Context: an optimization exercise on an open-source flow, tuned for small area. The choices shown serve that exercise and are no tape-out recipe.
Function was checked by simulation only, so behaviour that the tests miss may differ from the original.
Power is estimated from default activity; no workload was simulated.

### constraint.sdc
create_clock -name core_clock -period 10.0 [get_ports {CLOCK_50}]
set_input_delay 2.0000 -clock core_clock [delete_from_list [all_inputs] [get_ports {CLOCK_50}]]
set_output_delay 2.0000 -clock core_clock [all_outputs]
set_load 0.01 [all_outputs]
### config.mk
export PLATFORM = sky130hd
export DESIGN_NAME = genius_top
export DESIGN_NICKNAME = genius_top
export VERILOG_FILES = /design/flow/design.v
export SDC_FILE = /design/flow/constraint.sdc
export NUM_CORES = 4
export LEC_CHECK = 0
export CAP_MARGIN = 20
export CORE_MARGIN = 2
export CORE_UTILIZATION = 40
export SLEW_MARGIN = 20
### run.sh
#!/bin/bash
# synth_recipe.tcl (not shown) runs the flow's synth.tcl, then flattens the netlist and writes it again
# the make line also repeats each setting of config.mk as NAME=value (left out here)
make -C /OpenROAD-flow-scripts/flow DESIGN_CONFIG=/design/flow/config.mk WORK_HOME=/design/flow/orfs CLKGATE_MAP_FILE= SYNTH_SCRIPT=/design/flow/synth_recipe.tcl finish
### design.v
module	LevelToPulse(
			 Clock,
			 Reset,
			 Level,
			 Pulse 
	);
	input					Clock;	 
	input					Reset;	 
	input					Level;
	output	 reg			Pulse;
	parameter INICIAL = 2'd00, INTERMEDIARIO = 2'd01, FINAL = 2'd11;
	reg [1:0] state , proxState;
	always @(posedge Clock or negedge  Reset) begin
		if(!Reset) begin
			state <= INICIAL;
		end
		else state <= proxState;
	end
	always @(*) begin
		case(state)
		INICIAL:begin
			Pulse <= 0;
			if(Level == 0)begin
				proxState <= INTERMEDIARIO ;
			end
			else proxState <= INICIAL;
		end
		INTERMEDIARIO:begin
				Pulse <= 1;
				proxState <= FINAL;
		end
		FINAL:begin
			Pulse <= 1;
			if(Level == 1)begin
				proxState <= INICIAL ;
			end
			else proxState <= FINAL ;
		end
		default:begin
			Pulse <= 0;
			proxState <= INICIAL;
		end
		endcase
	end
endmodule  
module fsm_genius(
  input reset,
  input clock,
  input btn0,
  input btn1,
  input btn2,
  input btn3,
  input timerPronto,
  input colorPronto,
  input [3:0] colorSeq,
  input [3:0] key,
  output [3:0] disp7,
  output [6:0] disp7Scr,
  output [5:0] disp7Aux,
  output [3:0] color_out,
  output pulseSeq,
  output setTimerOn,
  output [1:0] velocity
);
  reg [3:0] color;
  reg [3:0] code;
  reg [6:0] codeScr;
  reg [5:0] codeAux;
  reg [4:0] state;
  reg [4:0] next_state;
  reg [1:0] velocidade;
  reg [1:0] modo;
  reg [5:0] qtd_cores;
  reg [5:0] indSeq;
  reg [1:0] mcs;
  reg [1:0] seq [31:0];
  reg stateTimer;
  reg stateColor;
  reg geraSeq;
  reg startTimer;
  reg btn0on, btn1on, btn2on, btn3on;
  reg [1:0] k;
  reg [5:0] max_cor;
  reg newp;
  parameter off=1, menu=2, dif1=3, dif2=4, dif3=5, vel1=6, vel2=7, mode1=8, mode2=9,
            gen_sequence=10, exibe_sequencia=11, errou=12, acertou=13, player_gera=14,
            continuar=15, player_responde=16, ganhou=17;
  function [3:0] col;
    input [1:0] c;
    case (c)
      2'd0: col = 4'b0001;
      2'd1: col = 4'b0010;
      2'd2: col = 4'b0100;
      default: col = 4'b0011;
    endcase
  endfunction
  always @(posedge clock) begin
    if (!reset) state <= off;
    else state <= next_state;
  end
  always @(*) begin
    case (mcs)
      2'd0: max_cor = 6'd8;
      2'd1: max_cor = 6'd16;
      default: max_cor = 6'd32;
    endcase
  end
  always @(posedge clock) begin
  if (!reset) begin
    color = 4'b0000;
    code <= 4'b0000;
    codeScr = 7'b0000000;
    codeAux <= 6'b000000;
    stateTimer = 0;
    stateColor = 0;
    geraSeq <= 0;
    startTimer <= 0;
    btn0on = 0;
    btn1on = 0;
    btn2on = 0;
    btn3on = 0;
    velocidade <= 0;
    qtd_cores = 0;
    indSeq = 0;
    next_state <= off;
  end else begin
    case (state)
    off: begin
      color = 4'b0101;
      velocidade <= 0;
      modo = 0;
      qtd_cores = 0;
      code <= 0;
      codeAux <= 0;
      codeScr = 0;
      indSeq = 0;
      next_state <= off;
      if (btn0) next_state <= menu;
    end
    menu: begin
      next_state <= dif1;
      btn0on = 1;
    end
    dif1: begin
      mcs = 0;
      code <= 1;
      if (btn0 && !btn0on) begin btn0on = 1; next_state <= dif2; end
      if (!btn0) btn0on = 0;
      if (btn1 && !btn1on) begin btn1on = 1; next_state <= vel1; end
      if (!btn1) btn1on = 0;
    end
    dif2: begin
      mcs = 1;
      code <= 2;
      if (btn0 && !btn0on) begin btn0on = 1; next_state <= dif3; end
      if (!btn0) btn0on = 0;
      if (btn1 && !btn1on) begin btn1on = 1; next_state <= vel1; end
      if (!btn1) btn1on = 0;
    end
    dif3: begin
      mcs = 2;
      code <= 3;
      if (btn0 && !btn0on) begin btn0on = 1; next_state <= dif1; end
      if (!btn0) btn0on = 0;
      if (btn1 && !btn1on) begin btn1on = 1; next_state <= vel1; end
      if (!btn1) btn1on = 0;
    end
    vel1: begin
      velocidade <= 1;
      code <= 4;
      if (btn0 && !btn0on) begin btn0on = 1; next_state <= vel2; end
      if (!btn0) btn0on = 0;
      if (btn1 && !btn1on) begin btn1on = 1; next_state <= mode1; end
      if (!btn1) btn1on = 0;
    end
    vel2: begin
      velocidade <= 2;
      code <= 5;
      if (btn0 && !btn0on) begin btn0on = 1; next_state <= vel1; end
      if (!btn0) btn0on = 0;
      if (btn1 && !btn1on) begin btn1on = 1; next_state <= mode1; end
      if (!btn1) btn1on = 0;
    end
    mode1: begin
      modo = 1;
      code <= 6;
      if (btn0 && !btn0on) begin btn0on = 1; next_state <= mode2; end
      if (!btn0) btn0on = 0;
      if (btn1 && !btn1on) begin btn1on = 1; next_state <= gen_sequence; end
      if (!btn1) btn1on = 0;
    end
    mode2: begin
      modo = 2;
      code <= 7;
      if (btn0 && !btn0on) begin btn0on = 1; next_state <= mode1; end
      if (!btn0) btn0on = 0;
      if (btn1 && !btn1on) begin btn1on = 1; next_state <= player_gera; end
      if (!btn1) btn1on = 0;
    end
    gen_sequence: begin
      if (colorPronto) begin
        stateColor = 1;
        if (!qtd_cores[5])
          seq[qtd_cores[4:0]] = {colorSeq[2] | (colorSeq[1] & colorSeq[0]), colorSeq[1]};
        geraSeq <= 0;
        next_state <= gen_sequence;
      end else begin
        if (stateColor) begin
          geraSeq <= 0;
          stateColor = 0;
          if (max_cor > qtd_cores) begin
            qtd_cores = qtd_cores + 1;
            next_state <= exibe_sequencia;
          end else if (qtd_cores == max_cor) begin
            qtd_cores = 0;
            next_state <= ganhou;
          end
        end else geraSeq <= 1;
      end
      codeScr = (qtd_cores * 2) - 2;
      if (velocidade == 2) codeScr = qtd_cores;
    end
    exibe_sequencia: begin
      code <= 12;
      if (timerPronto) begin
        color = col(seq[indSeq[4:0]]);
        stateTimer = 1;
        code <= 13;
      end else begin
        if (stateTimer) begin
          stateTimer = 0;
          indSeq = indSeq + 1;
          startTimer <= 0;
          if (qtd_cores > indSeq) begin
            next_state <= exibe_sequencia;
          end else if (indSeq == qtd_cores) begin
            indSeq = 0;
            color = 4'b0110;
            next_state <= player_responde;
          end
        end else begin
          startTimer <= 1;
          color = 4'b1111;
        end
      end
    end
    continuar: begin
      if (btn0 && !btn0on) begin btn0on = 1; next_state <= gen_sequence; end
      if (!btn0) btn0on = 0;
    end
    player_responde: begin
      code <= 11;
      newp = (btn0 && !btn0on) || (btn1 && !btn1on) || (btn2 && !btn2on) || (btn3 && !btn3on);
      k = 2'd0;
      if (btn0 && !btn0on) begin color = 4'b0011; k = 2'd3; end
      if (btn1 && !btn1on) begin color = 4'b0100; k = 2'd2; end
      if (btn2 && !btn2on) begin color = 4'b0010; k = 2'd1; end
      if (btn3 && !btn3on) begin color = 4'b0001; k = 2'd0; end
      if (!btn0) btn0on = 0;
      if (!btn1) btn1on = 0;
      if (!btn2) btn2on = 0;
      if (!btn3) btn3on = 0;
      if (newp) begin
        btn0on = 1;
        btn1on = 1;
        btn2on = 1;
        btn3on = 1;
        if (seq[indSeq[4:0]] == k) begin
          indSeq = indSeq + 1;
          if (indSeq < qtd_cores) begin
            next_state <= player_responde;
          end else if (indSeq == qtd_cores) begin
            indSeq = 0;
            color = 4'b1111;
            next_state <= acertou;
          end
        end else begin
          next_state <= errou;
        end
      end
      codeAux <= indSeq;
    end
    acertou: begin
      startTimer <= 1;
      if (timerPronto) begin
        startTimer <= 0;
        code <= 9;
        if (modo == 1) next_state <= gen_sequence;
        if (modo == 2) next_state <= player_gera;
      end
    end
    errou: begin
      codeAux <= 33;
      code <= 14;
      if (btn0 && !btn0on) begin
        qtd_cores = 0;
        indSeq = 0;
        btn0on = 1;
        next_state <= gen_sequence;
      end
      if (!btn0) btn0on = 0;
      if (btn1 && !btn1on) begin
        qtd_cores = 0;
        btn1on = 1;
        next_state <= off;
      end
      if (!btn1) btn1on = 0;
    end
    ganhou: begin
      codeAux <= 34;
      code <= 14;
      if (btn0 && !btn0on) begin
        qtd_cores = 0;
        btn0on = 1;
        if (modo == 1) next_state <= gen_sequence;
        if (modo == 2) next_state <= player_gera;
      end
      if (!btn0) btn0on = 0;
      if (btn1 && !btn1on) begin
        qtd_cores = 0;
        btn1on = 1;
        next_state <= off;
      end
      if (!btn1) btn1on = 0;
    end
    player_gera: begin
      code <= 10;
      newp = (btn0 && !btn0on) || (btn1 && !btn1on) || (btn2 && !btn2on) || (btn3 && !btn3on);
      k = 2'd0;
      if (btn0 && !btn0on) begin color = 4'b0011; k = 2'd3; end
      if (btn1 && !btn1on) begin color = 4'b0100; k = 2'd2; end
      if (btn2 && !btn2on) begin color = 4'b0010; k = 2'd1; end
      if (btn3 && !btn3on) begin color = 4'b0001; k = 2'd0; end
      if (!btn0) btn0on = 0;
      if (!btn1) btn1on = 0;
      if (!btn2) btn2on = 0;
      if (!btn3) btn3on = 0;
      if (newp) begin
        btn0on = 1;
        btn1on = 1;
        btn2on = 1;
        btn3on = 1;
        if (!qtd_cores[5]) seq[qtd_cores[4:0]] = k;
        if (max_cor > qtd_cores) begin
          qtd_cores = qtd_cores + 1;
          next_state <= exibe_sequencia;
        end else if (qtd_cores == max_cor) begin
          qtd_cores = 0;
          next_state <= ganhou;
        end
      end
      codeScr = (qtd_cores * 2) - 2;
      if (velocidade == 2) codeScr = qtd_cores;
    end
    default: next_state <= off;
    endcase
  end
  end
  assign color_out = color;
  assign disp7 = code;
  assign disp7Scr = codeScr;
  assign disp7Aux = codeAux;
  assign pulseSeq = geraSeq;
  assign setTimerOn = startTimer;
  assign velocity = velocidade;
endmodule
module RandColor(
  input  clk,
  input  reset,
  input  enable,
  output [5:0] data,
  output [3:0] signal,
  output reg colorPronto
);
reg [4:0] d;
reg [2:0] s;
wire [4:0] dn;
assign dn[4] = d[4]^d[1];
assign dn[3] = d[3]^d[0];
assign dn[2] = d[2]^dn[4];
assign dn[1] = d[1]^dn[3];
assign dn[0] = d[0]^dn[2];
always @(posedge clk) begin
  if (~reset) begin
    d <= 5'd0;
    s <= 3'b000;
    colorPronto <= 0;
  end else if (~enable) begin
    d <= d + {2'b00, s} + 5'd12;
    colorPronto <= 0;
  end else begin
    case ({dn[3], dn[1]})
      2'b00: s <= 3'b001;
      2'b01: s <= 3'b010;
      2'b10: s <= 3'b100;
      2'b11: s <= 3'b011;
    endcase
    colorPronto <= 1;
    d <= dn;
  end
end
assign data = {1'b0, d};
assign signal = {1'b0, s};
endmodule
module counter1second (
	input clock,
	input reset,
	input [1:0] velocidade,
	input enable,
	output [3:0] y
);
	reg [5:0] value;
	reg saida;
	always @(posedge clock) begin
		if (!reset) begin
			value <= 6'd0;
			saida <= 1'b0;
		end else begin
			value <= enable ? (value + 1'b1) : 6'd0;
			if (velocidade == 1) saida <= value[4];
			if (velocidade == 2) saida <= value[5];
		end
	end
	assign y = {3'b000, saida};
endmodule
module dec7seg(input [3:0] X, output [6:0] segment0, output [6:0] segment1, output [6:0] segment2, output [6:0] segment3);
  assign segment0[0] = (~X[1] & ~X[2] & ~X[3]) | (~X[0] & ~X[2] & X[3]) | (X[0] & X[2] & X[3]) | (X[1] & X[2] & ~X[3]) | (~X[0] & ~X[1] & ~X[3]);
  assign segment0[1] = (~X[0] & ~X[1] & ~X[2]) | (X[1] & X[2]) | (X[0] & ~X[1] & X[3]);
  assign segment0[2] = (X[0] & X[2]) | (X[0] & X[1] & X[3]) | (X[1] & X[2]) | (~X[0] & ~X[2] & ~X[3]);
  assign segment0[3] = (~X[1] & ~X[2] & ~X[3]) | (X[1] & X[2]) | (X[1] & X[3]) | (X[0] & X[2] & X[3]) | (~X[0] & ~X[1] & ~X[3]);
  assign segment0[4] = (~X[0] & ~X[2] & X[3]) | (~X[1] & ~X[2]) | (X[0] & X[1] & ~X[3]) | (~X[0] & X[2] & ~X[3]) | (X[0] & X[2] & X[3]);
  assign segment0[5] = (~X[3]) | (~X[0] & ~X[2]) | (X[0] & X[2]);
  assign segment0[6] = (~X[1] & ~X[2] & ~X[3]) | (X[1] & X[2]) | (X[0] & X[2] & X[3]) | (~X[0] & ~X[1] & ~X[3]) | (~X[0] & X[1] & X[3]);
  assign segment1[0] = (~X[0] & X[2] & ~X[3]) | (X[0] & ~X[1] & X[2]) | (~X[0] & X[1] & X[2]);
  assign segment1[1] = (~X[2]) | (X[0] & ~X[1]) | (~X[0] & X[1]) | (~X[1] & ~X[3]);
  assign segment1[2] = (~X[3]) | (X[0] & X[2]);
  assign segment1[3] = (~X[2] & ~X[3]) | (X[1] & X[2]) | (X[0] & X[2] & X[3]);
  assign segment1[4] = (X[0] & X[3]) | (~X[0] & X[1] & X[2] & ~X[3]);
  assign segment1[5] = (X[0] & X[2] & X[3]) | (~X[0] & X[1] & X[2]);
  assign segment1[6] = (~X[0] & X[2] & ~X[3]) | (X[0] & ~X[1] & X[2]);
  assign segment2[0] = (X[0] & ~X[2] & ~X[3]) | (X[0] & ~X[1] & X[3]) | (~X[0] & X[1] & X[3]) | (X[1] & ~X[2] & ~X[3]) | (X[0] & X[1] & ~X[3]);
  assign segment2[1] = (X[0] & X[1] & X[3]) | (~X[0] & ~X[1] & ~X[3]) | (X[0] & ~X[1] & X[2]) | (~X[0] & X[1] & X[2]);
  assign segment2[2] = (~X[0] & X[2] & ~X[3]) | (X[0] & X[1] & X[3]) | (X[0] & ~X[1] & X[2]) | (~X[0] & ~X[1] & ~X[3]);
  assign segment2[3] = (~X[2] & ~X[3]) | (~X[0] & ~X[2]) | (X[0] & X[2] & X[3]);
  assign segment2[4] = (X[0] & ~X[2] & ~X[3]) | (X[0] & X[2] & X[3]) | (~X[0] & X[1] & ~X[2]);
  assign segment2[5] = (X[0] & ~X[2] & ~X[3]) | (X[0] & X[2] & X[3]) | (~X[0] & X[1] & ~X[2]) | (X[1] & X[2] & X[3]);
  assign segment2[6] = (X[1] & ~X[3]) | (X[0] & ~X[1] & ~X[2]) | (~X[0] & X[1] & ~X[2]) | (X[0] & X[2] & X[3]);
  assign segment3[0] = (X[1] & ~X[2]) | (~X[1] & X[2] & ~X[3]) | (X[0] & ~X[2] & ~X[3]) | (X[0] & ~X[1] & X[2]);
  assign segment3[1] = (X[0] & X[3]) | (X[1] & X[2] & X[3]);
  assign segment3[2] = (X[1] & X[2]) | (X[0] & X[1] & X[3]) | (X[0] & X[2] & X[3]);
  assign segment3[3] = (X[0] & X[1] & X[3]) | (X[0] & X[2] & X[3]) | (X[1] & X[2] & ~X[3]);
  assign segment3[4] = (X[0] & ~X[1] & X[3]);
  assign segment3[5] = (X[0] & ~X[2] & ~X[3]) | (X[1] & ~X[2]) | (X[0] & X[2] & X[3]);
  assign segment3[6] = (X[1] & X[2] & X[3]) | (~X[0] & ~X[1] & ~X[3]) | (X[0] & ~X[1] & X[2]);
endmodule
module dec7segScr(input [6:0] X, output [6:0] segment5, output [6:0] segment4);
  assign segment5[0] = (X[3] & ~X[4] & X[5]) | (X[0] & X[1] & X[3] & ~X[4]) | (X[2] & X[3] & ~X[4]) | (~X[2] & ~X[3] & X[4] & ~X[5]) | (~X[1] & ~X[2] & ~X[3] & X[4]) | (X[6]);
  assign segment5[1] = (X[1] & X[4] & X[5]) | (X[3] & X[4] & X[5]) | (X[2] & X[4] & X[5]);
  assign segment5[2] = (X[2] & ~X[3] & X[4] & ~X[5]) | (~X[2] & X[3] & X[4] & ~X[5]) | (X[6]) | (~X[1] & X[2] & X[4] & ~X[5]);
  assign segment5[3] = (X[3] & ~X[4] & X[5]) | (X[0] & X[1] & X[3] & ~X[4]) | (X[2] & X[3] & ~X[4]) | (~X[2] & ~X[3] & X[4] & ~X[5]) | (~X[1] & ~X[2] & ~X[3] & X[4]) | (X[6]);
  assign segment5[4] = (X[0] & X[1] & X[3] & ~X[4]) | (X[2] & X[3] & ~X[4]) | (~X[2] & ~X[3] & X[4]) | (X[6]) | (~X[3] & X[5]) | (~X[2] & X[5]) | (X[1] & X[2] & X[3] & ~X[5]);
  assign segment5[5] = (X[0] & X[1] & X[3]) | (X[2] & X[3] & ~X[5]) | (~X[3] & ~X[4] & X[5]) | (X[4] & ~X[5]) | (X[6]);
  assign segment5[6] = (~X[4] & ~X[5]) | (~X[2] & ~X[3] & ~X[5]) | (X[6]);
  assign segment4[0] = (X[0] & ~X[1] & ~X[2] & ~X[3] & ~X[4]) | (X[1] & ~X[2] & ~X[3] & ~X[4] & X[5]) | (~X[0] & ~X[1] & X[2] & ~X[3] & ~X[4] & ~X[5]) | (X[0] & X[1] & ~X[2] & X[3] & ~X[4]) | (~X[1] & X[2] & X[3] & ~X[4] & X[5]) | (~X[0] & X[1] & X[2] & X[3] & ~X[4] & ~X[5]) | (X[0] & ~X[1] & X[2] & ~X[3] & X[4]) | (~X[0] & ~X[1] & ~X[2] & X[3] & X[4] & ~X[5]) | (X[1] & X[2] & ~X[3] & X[4] & X[5]) | (X[6]) | (X[0] & X[1] & X[2] & X[3] & X[4]);
  assign segment4[1] = (~X[1] & X[2] & ~X[3] & ~X[4] & X[5]) | (X[0] & ~X[1] & X[2] & ~X[3] & ~X[4]) | (~X[0] & X[1] & X[2] & ~X[3] & ~X[4] & ~X[5]) | (X[1] & X[2] & X[3] & ~X[4] & X[5]) | (X[0] & X[1] & X[2] & X[3] & ~X[4]) | (~X[0] & ~X[1] & ~X[2] & ~X[3] & X[4] & ~X[5]) | (~X[1] & ~X[2] & X[3] & X[4] & X[5]) | (X[0] & ~X[1] & ~X[2] & X[3] & X[4]) | (~X[0] & X[1] & ~X[2] & X[3] & X[4] & ~X[5]) | (X[6]);
  assign segment4[2] = (~X[1] & ~X[2] & ~X[3] & ~X[4] & X[5]) | (~X[0] & X[1] & ~X[2] & ~X[3] & ~X[4] & ~X[5]) | (X[1] & ~X[2] & X[3] & ~X[4] & X[5]) | (~X[0] & ~X[1] & X[2] & X[3] & ~X[4] & ~X[5]) | (X[1] & X[2] & X[3] & X[4] & X[5]) | (~X[1] & X[2] & ~X[3] & X[4] & X[5]) | (~X[0] & X[1] & X[2] & ~X[3] & X[4] & ~X[5]);
  assign segment4[3] = (X[0] & ~X[1] & ~X[2] & ~X[3]) | (X[1] & ~X[2] & ~X[3] & ~X[4] & X[5]) | (~X[0] & ~X[1] & X[2] & ~X[3] & ~X[4] & ~X[5]) | (X[0] & X[1] & X[2] & ~X[3] & ~X[4]) | (X[0] & X[1] & ~X[2] & X[3]) | (~X[1] & X[2] & X[3] & ~X[4] & X[5]) | (~X[0] & X[1] & X[2] & X[3] & ~X[4] & ~X[5]) | (X[0] & ~X[1] & ~X[3] & X[4]) | (~X[0] & ~X[1] & ~X[2] & X[3] & X[4] & ~X[5]) | (X[1] & X[2] & ~X[3] & X[4] & X[5]) | (X[6]) | (X[0] & X[1] & X[3] & X[4]);
  assign segment4[4] = (X[0]) | (X[1] & ~X[2] & ~X[3] & ~X[4] & X[5]) | (~X[1] & X[2] & ~X[3] & ~X[4] & ~X[5]) | (~X[1] & X[2] & X[3] & ~X[4] & X[5]) | (X[1] & X[2] & ~X[3] & X[4] & X[5]) | (~X[1] & ~X[2] & X[3] & X[4] & ~X[5]) | (X[6]) | (X[1] & X[2] & X[3] & ~X[4] & ~X[5]);
  assign segment4[5] = (X[1] & ~X[2] & ~X[3] & ~X[4] & ~X[5]) | (~X[1] & ~X[2] & ~X[3] & ~X[4] & X[5]) | (X[1] & ~X[2] & X[3] & ~X[4] & X[5]) | (~X[1] & X[2] & X[3] & ~X[4] & ~X[5]) | (~X[1] & X[2] & ~X[3] & X[4] & X[5]) | (X[1] & X[2] & ~X[3] & X[4] & ~X[5]) | (X[1] & X[2] & X[3] & X[4] & X[5]) | (X[0] & X[1] & ~X[2] & X[3]) | (X[0] & ~X[1] & ~X[3] & X[4]) | (X[0] & ~X[2] & ~X[3] & ~X[4]) | (X[0] & X[1] & ~X[3] & ~X[4]) | (X[0] & X[1] & X[3] & X[4]);
  assign segment4[6] = (~X[1] & ~X[2] & ~X[3] & ~X[4] & ~X[5]) | (X[0] & X[1] & X[2] & ~X[3] & ~X[4]) | (~X[1] & ~X[2] & X[3] & ~X[4] & X[5]) | (X[1] & ~X[2] & X[3] & ~X[4] & ~X[5]) | (X[1] & ~X[2] & ~X[3] & X[4] & X[5]) | (~X[1] & X[2] & ~X[3] & X[4] & ~X[5]) | (X[1] & X[2] & X[3] & X[4] & ~X[5]) | (~X[1] & X[2] & X[3] & X[4] & X[5]) | (X[6]) | (X[0] & ~X[1] & ~X[3] & X[4]) | (X[0] & X[1] & ~X[2] & X[3]);
endmodule
module dec7segAux(input [5:0] X, output [6:0] segment7, output [6:0] segment6);
  assign segment7[0] = (X[0] & X[1] & X[3] & ~X[4]) | (X[2] & X[3] & ~X[4]) | (~X[2] & ~X[3] & X[4]);
  assign segment7[1] = (X[5]);
  assign segment7[2] = (X[2] & ~X[3] & X[4]) | (~X[2] & X[3] & X[4]) | (~X[1] & X[3] & X[4]) | (X[0] & X[5]);
  assign segment7[3] = (X[0] & X[1] & X[3] & ~X[4]) | (X[2] & X[3] & ~X[4]) | (~X[2] & ~X[3] & X[4]);
  assign segment7[4] = (X[0] & X[1] & X[3] & ~X[4]) | (X[2] & X[3] & ~X[4]) | (~X[2] & ~X[3] & X[4]) | (X[1] & X[2] & X[3]) | (~X[0] & X[5]);
  assign segment7[5] = (X[0] & X[1] & X[3]) | (X[2] & X[3]) | (X[4]);
  assign segment7[6] = (~X[4] & ~X[5]) | (~X[2] & ~X[3] & X[4]);
  assign segment6[0] = (X[0] & ~X[1] & ~X[2] & ~X[3] & ~X[4]) | (~X[0] & ~X[1] & X[2] & ~X[3] & ~X[4]) | (X[0] & X[1] & ~X[2] & X[3] & ~X[4]) | (~X[0] & ~X[1] & ~X[2] & X[3] & X[4]) | (X[0] & ~X[1] & X[2] & ~X[3] & X[4]) | (~X[0] & X[1] & X[2] & X[3] & ~X[4]) | (X[0] & X[1] & X[2] & X[3] & X[4]);
  assign segment6[1] = (X[5]) | (X[0] & ~X[1] & X[2] & ~X[3] & ~X[4]) | (~X[0] & X[1] & X[2] & ~X[3] & ~X[4]) | (~X[0] & ~X[1] & ~X[2] & ~X[3] & X[4]) | (X[0] & ~X[1] & ~X[2] & X[3] & X[4]) | (~X[0] & X[1] & ~X[2] & X[3] & X[4]) | (X[0] & X[1] & X[2] & X[3] & ~X[4]);
  assign segment6[2] = (~X[0] & X[1] & ~X[2] & ~X[3] & ~X[4] & ~X[5]) | (~X[0] & ~X[1] & X[2] & X[3] & ~X[4]) | (~X[0] & X[1] & X[2] & ~X[3] & X[4]) | (~X[1] & X[5]);
  assign segment6[3] = (X[0] & ~X[1] & ~X[2] & ~X[3]) | (~X[0] & ~X[1] & X[2] & ~X[3] & ~X[4]) | (X[0] & X[1] & X[2] & ~X[3] & ~X[4]) | (X[0] & X[1] & ~X[2] & X[3]) | (~X[0] & ~X[1] & ~X[2] & X[3] & X[4]) | (X[0] & ~X[1] & ~X[3] & X[4]) | (~X[0] & X[1] & X[2] & X[3] & ~X[4]) | (X[0] & X[1] & X[3] & X[4]);
  assign segment6[4] = (X[0] & ~X[5]) | (~X[1] & ~X[2] & X[3] & X[4]) | (~X[1] & X[2] & ~X[3] & ~X[4]) | (X[1] & X[2] & X[3] & ~X[4]) | (~X[0] & X[5]);
  assign segment6[5] = (X[1] & ~X[2] & ~X[3] & ~X[4] & ~X[5]) | (~X[1] & X[2] & X[3] & ~X[4]) | (X[1] & X[2] & ~X[3] & X[4]) | (X[0] & ~X[1] & ~X[2] & ~X[3]) | (X[0] & X[1] & ~X[2] & X[3]) | (X[0] & ~X[1] & ~X[3] & X[4]) | (X[0] & X[1] & ~X[3] & ~X[4]) | (X[0] & X[1] & X[3] & X[4]);
  assign segment6[6] = (X[0] & X[1] & X[2] & ~X[3] & ~X[4]) | (X[1] & ~X[2] & X[3] & ~X[4]) | (~X[1] & X[2] & ~X[3] & X[4]) | (X[1] & X[2] & X[3] & X[4]) | (~X[1] & ~X[2] & ~X[3] & ~X[4] & ~X[5]) | (X[0] & ~X[1] & ~X[3] & X[4]) | (X[0] & X[1] & ~X[2] & X[3]);
endmodule
module genius_top
	(
		input CLOCK_50,
		input RESET_N,
		input [3:0] KEY,
		output [7:0] LEDG,
		output [3:0] COLOR,
		output [6:0] HEX0,
		output [6:0] HEX1,
		output [6:0] HEX2,
		output [6:0] HEX3,
		output [6:0] HEX4,
		output [6:0] HEX5,
		output [6:0] HEX6,
		output [6:0] HEX7
	);
	wire LockReset = RESET_N;
	wire timerPronto;
	wire colorPronto;
	wire setTimerOn;
	wire pulseSeq;
	wire setColor;
	wire btn0;
	wire btn1;
	wire btn2;
	wire btn3;
	wire [1:0] velSelecionada;
	wire [3:0] signalRand;
	wire [3:0] color_fsm;
	wire [3:0] code;
	wire [6:0] codeScr;
	wire [5:0] codeAux;
	wire [5:0] auxData;
	wire [3:0] timerOut;
	LevelToPulse	LockEnterPulse0	(
						.Clock(				CLOCK_50),
						.Reset(				LockReset),
						.Level(				KEY[0]),
						.Pulse(				btn0));
	LevelToPulse	LockEnterPulse1	(
						.Clock(				CLOCK_50),
						.Reset(				LockReset),
						.Level(				KEY[1]),
						.Pulse(				btn1));
	LevelToPulse	LockEnterPulse2	(
						.Clock(				CLOCK_50),
						.Reset(				LockReset),
						.Level(				KEY[2]),
						.Pulse(				btn2));
	LevelToPulse	LockEnterPulse3	(
						.Clock(				CLOCK_50),
						.Reset(				LockReset),
						.Level(				KEY[3]),
						.Pulse(				btn3));
	fsm_genius FSM(.clock(CLOCK_50),
		.reset(LockReset),
		.key(KEY),
		.btn0(btn0),
		.btn1(btn1),
		.btn2(btn2),
		.btn3(btn3),
		.timerPronto(timerPronto),
		.colorPronto(colorPronto),
		.colorSeq(signalRand),
		.color_out(color_fsm),
		.disp7(code),
		.disp7Scr(codeScr),
		.disp7Aux(codeAux),
		.pulseSeq(pulseSeq),
		.setTimerOn(setTimerOn),
		.velocity(velSelecionada)
		);
	assign LEDG[1:0] = {btn0,btn0};
	assign LEDG[3:2] = {btn1,btn1};
	assign LEDG[5:4] = {btn2,btn2};
	assign LEDG[7:6] = {btn3,btn3};
	assign COLOR = color_fsm;
	RandColor rand_gen(.clk(CLOCK_50), .reset(LockReset), .enable(pulseSeq), .data(auxData), .signal(signalRand), .colorPronto(colorPronto));
	counter1second contador (.clock(CLOCK_50), .reset(LockReset), .velocidade(velSelecionada), .enable(setTimerOn), .y(timerOut));
	assign timerPronto = timerOut[0];
	dec7seg dec7segDisplay (.X(code), .segment0(HEX0), .segment1(HEX1), .segment2(HEX2), .segment3(HEX3));
	dec7segScr dec7segScrDisplay (.X(codeScr), .segment5(HEX5), .segment4(HEX4));
	dec7segAux dec7segScrDisplayAux (.X(codeAux), .segment7(HEX7), .segment6(HEX6));
endmodule
==> qor.yml <==
sta:
  max_freq_ghz: 0.211
  worst_slack_ns: 5.25
  min_period_ns: 4.75
  tightest_slew_ns: 1.02
  rsz0062_at_grt: "no"
  setup_viol: 0
  final.setup_skew_ns: 0.0111
  period_share: 0.475
  hold_viol: 0
  slew_viol_final: 0
  fin_setup_tns_ns: 0
  max_slew_margin: 0.319
power:
  p_leak_nw: 4.30
  ir_drop_uv: 114
  power.density_mw_per_mm2: 183
setup_path:
  arrival_ns: 2.75
  startpoint: "FSM.code[2]"
  r2r-start: "FSM.qtd_cores[0]"
  r2r_slack_ns: 5.87
  crit_path_end_kind: "primary output"
  r2r-end: "FSM.seq[3][1]"
  crit_type: "register to primary output"
  required_ns: 8.00
  path_max_fanout: 16
  crit_path_end: "HEX0[4]"
  ff2ff_path_depth: 11
  setup.worst_path.start_class: "register"
global_route:
  antenna_found_initial: 1
  grt.total_usage: 0.232
  grt_max_degree: 40
  grt_pass1_vias: 8867
  grt_overflow: 0
  grt_pass1_wl_microns: 49100
yosys:
  synth_edf_count: 68
  yosysSeqAreaShare: 0.352
  synth_nets: 1316
  synth_compound_area_frac: 0.276
  synth_xor_area_frac: 0.0324
  synth_cells: 1276
  synth_adder_area_share: 0.0431
  ys_types: 94
  synthMuxAreaShare: 0.0231
  ys_warn_count: 6
  async_reset_ff_frac: 0.0552
  synth_area_sq_mm: 0.0103
  ys_seq_elements: 145
  synth-simple-area-share: 0.208
  synth.avg_cell_area_sq_um: 8.06
  synth_top_family_by_area: "compound AO/OA/AOI/OAI gates"
  synth_ff_type: "dfxtp_1"
clock_tree:
  path_clk_slew_ns: 0.06
  cts_resized: 0
  clk_latency_ns: 0.44
  cts_tree: "built"
  cts_buffers: 17
  cts.sinks: 145
  postCtsSetupBuffers: 0
  cts_hold_buffers: 0
  clock-root-buffer: "clkbuf_16"
  h-tree-depth: 4
  cts_buffer_depth: 2
layout:
  fin_area_sq_mm: 0.0117
  fin_util: 0.464
  layout.cells.non_filler: 1624
  syn_to_final_growth_pct: 13.7
  drive_above_1_share: 0.0580
  nets: 1320
  regArea_sq_mm: 0.00362
  multi_input_area_sq_mm: 0.00599
  fillers: 2489
floorplanning:
  fp.dieH_microns: 164
  die_w_microns: 164
  io_pins: 74
  rows: 58
  fp.coreArea_sq_mm: 0.0252
  start_util: 0.408
  dieArea_sq_mm: 0.0270
placement:
  dpl_cell_area_sq_mm: 0.0111
  dp_hpwl_microns: 22300
  placedCellCount: 1591
  place_worst_setup_slack_ns: 5.21
  portBuffers: 73
  gp_congestion: 0.954
detailed_routing:
  wire_per_inst_microns: 19.1
  viasPerCell: 6.05
  dr.pass1.iters: 6
  ant_nets: 0
  drc_errors: 0
  drtIter0Drc: 1314
  vias: 9819
  totalWireLength_microns: 31000
min_path:
  min_path_type: "register to register"
run_status:
  outcome: "timing/DRC/antenna clean"
run:
  cap_violations: 0
==> cell usage after synthesis (all sizes together), types with 8 or more instances <==
library cell  count  area, sq um
ha               33          413
and3             11         68.8
a221oi            9         85.1
mux2i            17          170
a21oi           126          631
or3              11         68.8
o31ai             8         65.1
o21bai            8         60.1
clkbuf           76          287
o22ai            25          156
nand2           128          480
nor4              9         56.3
inv              47          176
dfxtp            69         1380
a211oi           14          105
dfrtp             8          200
o21ai            77          385
nand2b           29          181
a22oi            21          158
a21o             23          173
nand4            11         68.8
o21a              8         60.1
nor2            140          526
buf              30          203
nor2b            22          138
edfxtp           68         2040
xor2              8         70.1
a31oi            26          163
nand3            31          173
nor3             29          156
o211ai           12         90.1
xnor2            30          263
==> flip-flops by register name (all words and copies together), names as in the netlist, 5 cells and up <==
register,flops
FSM.seq,64
FSM.codeScr,7
FSM.codeAux,6
FSM.indSeq,6
FSM.qtd_cores,6
contador.value,6
FSM.next_state,5
FSM.state,5
rand_gen.d,5
==> critical path, stage by stage, from the launching register on <==
cell             delay, ns
dfxtp_1               0.66
clkinv_1              0.39
nand2_1               0.28
inv_1                 0.11
a21oi_1               0.15
nor2_1                0.06
a21oi_1               0.13
clkdlybuf4s50_1       0.54
==> worst min path at each step <==
stage	from	to	slack, ns	cells past startpoint
floorplan	contador.value[0]	contador.value[0]	0.42	1
finish	LockEnterPulse1.state[1]	LockEnterPulse1.state[1]	0.44	1
global placement	LockEnterPulse1.state[1]	LockEnterPulse1.state[1]	0.43	1
CTS	LockEnterPulse1.state[1]	LockEnterPulse1.state[1]	0.45	1
global route	LockEnterPulse3.state[1]	LockEnterPulse3.state[0]	0.47	1
detailed placement	LockEnterPulse1.state[1]	LockEnterPulse1.state[1]	0.44	1
==> placed cells by master, fill, tap and decap left out, types with 29 or more instances in the layout <==
cell | netlist | routed
inv_1 | 46 | 46
clkdlybuf4s50_1 | 0 | 73
dfxtp_1 | 69 | 69
edfxtp_1 | 68 | 68
xnor2_1 | 30 | 30
nand3_1 | 29 | 29
nand2_1 | 128 | 128
nor2_1 | 140 | 140
a21oi_1 | 126 | 125
ha_1 | 33 | 33
nand2b_1 | 29 | 29
o21ai_0 | 76 | 76
==> metrics by stage <==
step / hold slack [ns] / power [mW]
6_report: 0.443 / 2.13
5_1_grt: 0.471 / 2.25
4_1_cts: 0.448 / 2.14
3_5_place_dp: 0.440 / 1.47
3_3_place_gp: 0.431 / 1.46
2_1_floorplan: 0.418 / 1.21
==> final cells by class <==
type	count	area share
multi-input cells	976	0.513
clock inverters	15	0.0156
inverters	49	0.0157
diodes	1	0.000214
repair buffers	91	0.0741
flip-flops and latches	145	0.310
well taps	330	0.0353
clock buffers	17	0.0364
==> cells by family (layout without fill, tap and decap cells) <==
| family | Yosys count | count (layout) |
|---|---|---|
| compound gates | 429 | 429 |
| xor+xnor | 38 | 38 |
| fa+ha+maj | 35 | 35 |
| buf+inv | 155 | 172 |
| flops | 145 | 145 |
| mux | 23 | 23 |
| other cells | 0 | 1 |
| simple gates | 451 | 451 |
==> per-layer routing <==
| metal | track usage | wire length (microns) | up-vias |
|---|---|---|---|
| met1 | 0.324 | 13900 | 4641 |
| met5 | 0 | 0 | - |
| li1 | - | - | 4675 |
| met3 | 0.0386 | 2320 | 69 |
| met4 | 0.0805 | 946 | 0 |
| met2 | 0.361 | 13800 | 434 |
==> where the power goes <==
part / internal [mW] / total [mW] / leakage, nW / switching, mW
sequential: 0.663 / 0.732 / 1.28 / 0.0685
combinational: 0.324 / 0.729 / 2.73 / 0.405
clock: 0.380 / 0.674 / 0.298 / 0.294
total: 1.37 / 2.13 / 4.30 / 0.767

## afterwards: timing with drivers on the ports
No port has a modelled driver above. Below, the same layout with a new extraction and two added sets of constraints. Step 1 assumes that a clkbuf_16 drives the clock port and a buf_2 every other input. Step 2 also shifts input and output timing later by t, the mid clock arrival at the registers, as if the neighbouring blocks saw the same clock. a / b / c = no drivers / after step 1 / after step 2; a / b = the first two.
t (ns): 0.475
setup WS [ns]: 5.255 / 5.210 / 5.156
worst slew at a driven data input, ns: 0.03
After both steps setup and hold are still met in this run. For this run, drivers alone change the setup slack by -0.045 ns; drivers and shift together by -0.099 ns.
